From an optimization exercise on the open Yosys and OpenROAD flow, aimed at small area; shortcuts taken in it are not production practice.
Only simulation tests tie the RTL to the original design; equivalence was not proved.
Power is estimated from default activity; no workload was simulated.

==> flow/design.v (excerpt) <==
module Act3_RPCalculator #(parameter N_debouncer = 10) (
        input  logic        clk, resetN,
        input  logic        Enter, Undo, DisplayFormat,
        input  logic [15:0] DataIn,
        output logic [3:0]  Flags,
        output logic [7:0]  CurrentState,
        output logic [6:0]  Segments,
        output logic [4:0]  Anodes
    );
export LEC_CHECK = 0
export ABC_AREA = 1
export CAP_MARGIN = 20
export CORE_MARGIN = 2
export CORE_UTILIZATION = 60
export SLEW_MARGIN = 20
create_clock -name core_clock -period 7.0 [get_ports {clk}]
standard.sh (not shown) runs the stock make flow with config.mk's settings and CLKGATE_MAP_FILE= SYNTH_SCRIPT=/design/flow/synth_recipe.tcl, a recipe that flattens the netlist after the stock synthesis.
==> flow/flow/run.sh <==
#!/bin/bash
# Own layout flow: the standard flow, with the combinational logic of the
# standard synthesis re-mapped by an area-oriented ABC script (no adder cells),
# and the smallest buffer on the ports. Registers (names, count, cell types)
# are those of the standard synthesis; the flow checks this before using the
# re-mapped netlist and falls back to the standard netlist otherwise.
set -euo pipefail
W=$(pwd)
R=$W/orfs/results/$FLOW_PLATFORM/Act3_RPCalculator/base

# 1. the standard synthesis (the reference for register names)
bash standard.sh synth > $W/std_synth.log 2>&1
cp $R/1_2_yosys.v $W/std_1_2_yosys.v

# 2. the same synthesis script with another ABC script and no adder mapping
rm -rf $W/own_scripts $W/own
cp -r $FLOW_HOME/scripts $W/own_scripts
cp $W/flow/abc_area.script $W/own_scripts/abc_area.script
make -C $FLOW_HOME DESIGN_CONFIG=$W/config.mk WORK_HOME=$W/own CLKGATE_MAP_FILE= \
    SYNTH_SCRIPT=$W/synth_recipe.tcl SCRIPTS_DIR=$W/own_scripts ABC_AREA=1 ADDER_MAP_FILE= \
    synth > $W/own_synth.log 2>&1 || true
OWN=$W/own/results/$FLOW_PLATFORM/Act3_RPCalculator/base/1_2_yosys.v

# 3. use it only if it has exactly the standard synthesis's registers
if [[ -f $OWN ]] && python3 $W/flow/check_regs.py $W/std_1_2_yosys.v $OWN > $W/check_regs.log 2>&1; then
    cp $OWN $R/1_2_yosys.v
    echo "using the re-mapped netlist" >> $W/check_regs.log
else
    echo "using the standard netlist" >> $W/check_regs.log
fi
rm -f $R/1_synth.odb $R/1_synth.sdc

# 4. the rest of the standard flow
# clock tree and port buffer settings
source $W/flow/knobs.sh
bash standard.sh "BUFFER_PORTS_ARGS=-buffer_cell $PORT_BUF" "CTS_ARGS=$CTS" $EXTRA finish > $W/std_layout.log 2>&1
==> flow/flow/knobs.sh <==
PORT_BUF=sky130_fd_sc_hd__buf_1
CTS="-sink_clustering_enable -repair_clock_nets -dont_use_dummy_load"
CTS="$CTS -buf_list {sky130_fd_sc_hd__clkbuf_4} -root_buf sky130_fd_sc_hd__clkbuf_8"
CTS="$CTS -sink_clustering_size 24 -sink_clustering_max_diameter 200"
EXTRA=""
Other scripts of this flow, unchanged in this note and not shown: flow/flow/abc_area.script, flow/flow/check_regs.py
Change:
==> flow/flow/knobs.sh (replaced) <==
PORT_BUF=sky130_fd_sc_hd__buf_1
CTS="-repair_clock_nets -dont_use_dummy_load"
CTS="$CTS -buf_list {sky130_fd_sc_hd__clkbuf_4} -root_buf sky130_fd_sc_hd__clkbuf_8"
EXTRA=""
Design area stays the same.
Clock-buffer cell count does not change.
Wire length is unchanged.
Change:
--- a/flow/flow/run.sh
+++ b/flow/flow/run.sh
@@ -3,3 +3,3 @@
-# standard synthesis re-mapped by an area-oriented ABC script (no adder cells),
-# and the smallest buffer on the ports. Registers (names, count, cell types)
-# are those of the standard synthesis; the flow checks this before using the
+# standard synthesis re-mapped by an area-oriented ABC script, and the
+# smallest buffer on the ports. Registers (names, count, cell types) are
+# those of the standard synthesis; the flow checks this before using the
@@ -9,0 +10 @@
+source $W/flow/knobs.sh
@@ -15 +16,2 @@
-# 2. the same synthesis script with another ABC script and no adder mapping
+# 2. the same synthesis script with another ABC script (and the adder cells
+#    that knobs.sh allows)
@@ -19,2 +21,3 @@
-make -C $FLOW_HOME DESIGN_CONFIG=$W/config.mk WORK_HOME=$W/own CLKGATE_MAP_FILE= \
-    SYNTH_SCRIPT=$W/synth_recipe.tcl SCRIPTS_DIR=$W/own_scripts ABC_AREA=1 ADDER_MAP_FILE= \
+{ echo "include $W/config.mk"; echo "$OWN_CONFIG"; } > $W/own_config.mk
+make -C $FLOW_HOME DESIGN_CONFIG=$W/own_config.mk WORK_HOME=$W/own CLKGATE_MAP_FILE= \
+    SYNTH_SCRIPT=$W/synth_recipe.tcl SCRIPTS_DIR=$W/own_scripts ABC_AREA=1 "${OWN_ARGS[@]}" \
@@ -33,4 +36,3 @@
-# 4. the rest of the standard flow
-# clock tree and port buffer settings
-source $W/flow/knobs.sh
-bash standard.sh "BUFFER_PORTS_ARGS=-buffer_cell $PORT_BUF" "CTS_ARGS=$CTS" $EXTRA finish > $W/std_layout.log 2>&1
+# 4. the rest of the standard flow, with the port buffer and clock tree
+#    settings of knobs.sh
+bash standard.sh "BUFFER_PORTS_ARGS=-buffer_cell $PORT_BUF" "CTS_ARGS=$CTS" "${EXTRA[@]}" finish > $W/std_layout.log 2>&1
==> flow/flow/knobs.sh (replaced) <==
# settings for run.sh
# own synthesis: full adder cells allowed (half adders are not)
OWN_ARGS=()
OWN_CONFIG="export DONT_USE_CELLS += sky130_fd_sc_hd__ha_1 sky130_fd_sc_hd__ha_2 sky130_fd_sc_hd__ha_4"
# port buffers
PORT_BUF=sky130_fd_sc_hd__buf_1
# clock tree: small buffers and no dummy loads
CTS="-sink_clustering_enable -repair_clock_nets -dont_use_dummy_load"
CTS="$CTS -buf_list {sky130_fd_sc_hd__clkbuf_4} -root_buf sky130_fd_sc_hd__clkbuf_8"
CTS="$CTS -sink_clustering_size 16 -sink_clustering_max_diameter 60"
EXTRA=()
Result: This time the run produced a layout that fails on setup timing. Maximum frequency falls by about a fifth. Via count falls slightly. Synthesized cell count falls by a little under a tenth. Final area rises slightly. Power rises slightly. Flip-flop and latch count is unchanged. First-iteration DRC count rises by well over a third.
Change:
--- a/flow/flow/run.sh
+++ b/flow/flow/run.sh
@@ -3,3 +3,3 @@
-# standard synthesis re-mapped by an area-oriented ABC script, and the
-# smallest buffer on the ports. Registers (names, count, cell types) are
-# those of the standard synthesis; the flow checks this before using the
+# standard synthesis re-mapped by an area-oriented ABC script (no adder cells),
+# and the smallest buffer on the ports. Registers (names, count, cell types)
+# are those of the standard synthesis; the flow checks this before using the
@@ -10 +9,0 @@
-source $W/flow/knobs.sh
@@ -16,2 +15 @@
-# 2. the same synthesis script with another ABC script (and the adder cells
-#    that knobs.sh allows)
+# 2. the same synthesis script with another ABC script and no adder mapping
@@ -21,3 +19,2 @@
-{ echo "include $W/config.mk"; echo "$OWN_CONFIG"; } > $W/own_config.mk
-make -C $FLOW_HOME DESIGN_CONFIG=$W/own_config.mk WORK_HOME=$W/own CLKGATE_MAP_FILE= \
-    SYNTH_SCRIPT=$W/synth_recipe.tcl SCRIPTS_DIR=$W/own_scripts ABC_AREA=1 "${OWN_ARGS[@]}" \
+make -C $FLOW_HOME DESIGN_CONFIG=$W/config.mk WORK_HOME=$W/own CLKGATE_MAP_FILE= \
+    SYNTH_SCRIPT=$W/synth_recipe.tcl SCRIPTS_DIR=$W/own_scripts ABC_AREA=1 ADDER_MAP_FILE= \
@@ -36,3 +33,4 @@
-# 4. the rest of the standard flow, with the port buffer and clock tree
-#    settings of knobs.sh
-bash standard.sh "BUFFER_PORTS_ARGS=-buffer_cell $PORT_BUF" "CTS_ARGS=$CTS" "${EXTRA[@]}" finish > $W/std_layout.log 2>&1
+# 4. the rest of the standard flow
+# clock tree and port buffer settings
+source $W/flow/knobs.sh
+bash standard.sh "BUFFER_PORTS_ARGS=-buffer_cell $PORT_BUF" "CTS_ARGS=$CTS" $EXTRA finish > $W/std_layout.log 2>&1
--- a/flow/flow/knobs.sh
+++ b/flow/flow/knobs.sh
@@ -2,4 +1,0 @@
-# own synthesis: full adder cells allowed (half adders are not)
-OWN_ARGS=()
-OWN_CONFIG="export DONT_USE_CELLS += sky130_fd_sc_hd__ha_1 sky130_fd_sc_hd__ha_2 sky130_fd_sc_hd__ha_4"
-# port buffers
@@ -11 +7 @@
-EXTRA=()
+EXTRA=""
=>
- This time the run ran to the end with no violations
- combinational power is lower by about 5%
- cell count is higher by 5.5%
- sequential share of layout area is higher by 0.46 points
- design area is lower by about 1%
Change:
--- a/flow/config.mk
+++ b/flow/config.mk
@@ -11 +11 @@
-export CORE_UTILIZATION = 60
+export CORE_UTILIZATION = 66
Outcome:
- The changed run completed with no timing, DRC or antenna violations
- total power grows by 0.63%
- worst setup slack got worse by 70 ps
- design area shrinks by 0.49%
- area after synthesis stays the same
- final cell count shrinks by 2.4%
Change:
--- a/flow/config.mk
+++ b/flow/config.mk
@@ -11 +11 @@
-export CORE_UTILIZATION = 66
+export CORE_UTILIZATION = 50
Clock power is about the same.
Total power barely changes.
Global-route usage decreases by 6.7 points.
Fmax rose by 1.4%.
Final cell count is higher by 4.1%.
Cell area climbs by 0.65%.
Worst setup slack gets better by 82 ps.

## separate check: timing with driven ports
How much do the figures lean on ideal ports? The routed layouts below were timed once more, with nothing changed but the port constraints. Step 1 sets driving cells, clkbuf_16 on the clock port and buf_2 on the other inputs (assumed; they add their load-dependent delay and slew). Step 2 adds t to the input delays and takes it off the output delays; t is the mean of the earliest and latest rising clock arrival at the registers after step 1. Input paths then give back, and output paths get back, about the clock's delay inside the block. Slacks: ideal / step 1 / step 2; pairs: ideal / step 1.
| run | t, ns | setup slack, ns | slew at the worst register clock pin (ns) |
|---|---|---|---|
| the first run | 0.422 | 0.967 / 0.967 / 0.967 | 0.11 / 0.11 |
| the second run | 0.422 | 0.967 / 0.967 / 0.967 | 0.11 / 0.11 |
| the third run | 0.451 | -0.056 / -0.056 / -0.056 | 0.11 / 0.11 |
| the fourth run | 0.422 | 0.967 / 0.967 / 0.967 | 0.11 / 0.11 |
| the fifth run | 0.434 | 0.897 / 0.863 / 1.003 | 0.12 / 0.12 |
| the sixth run | 0.443 | 0.978 / 0.978 / 0.978 | 0.11 / 0.11 |
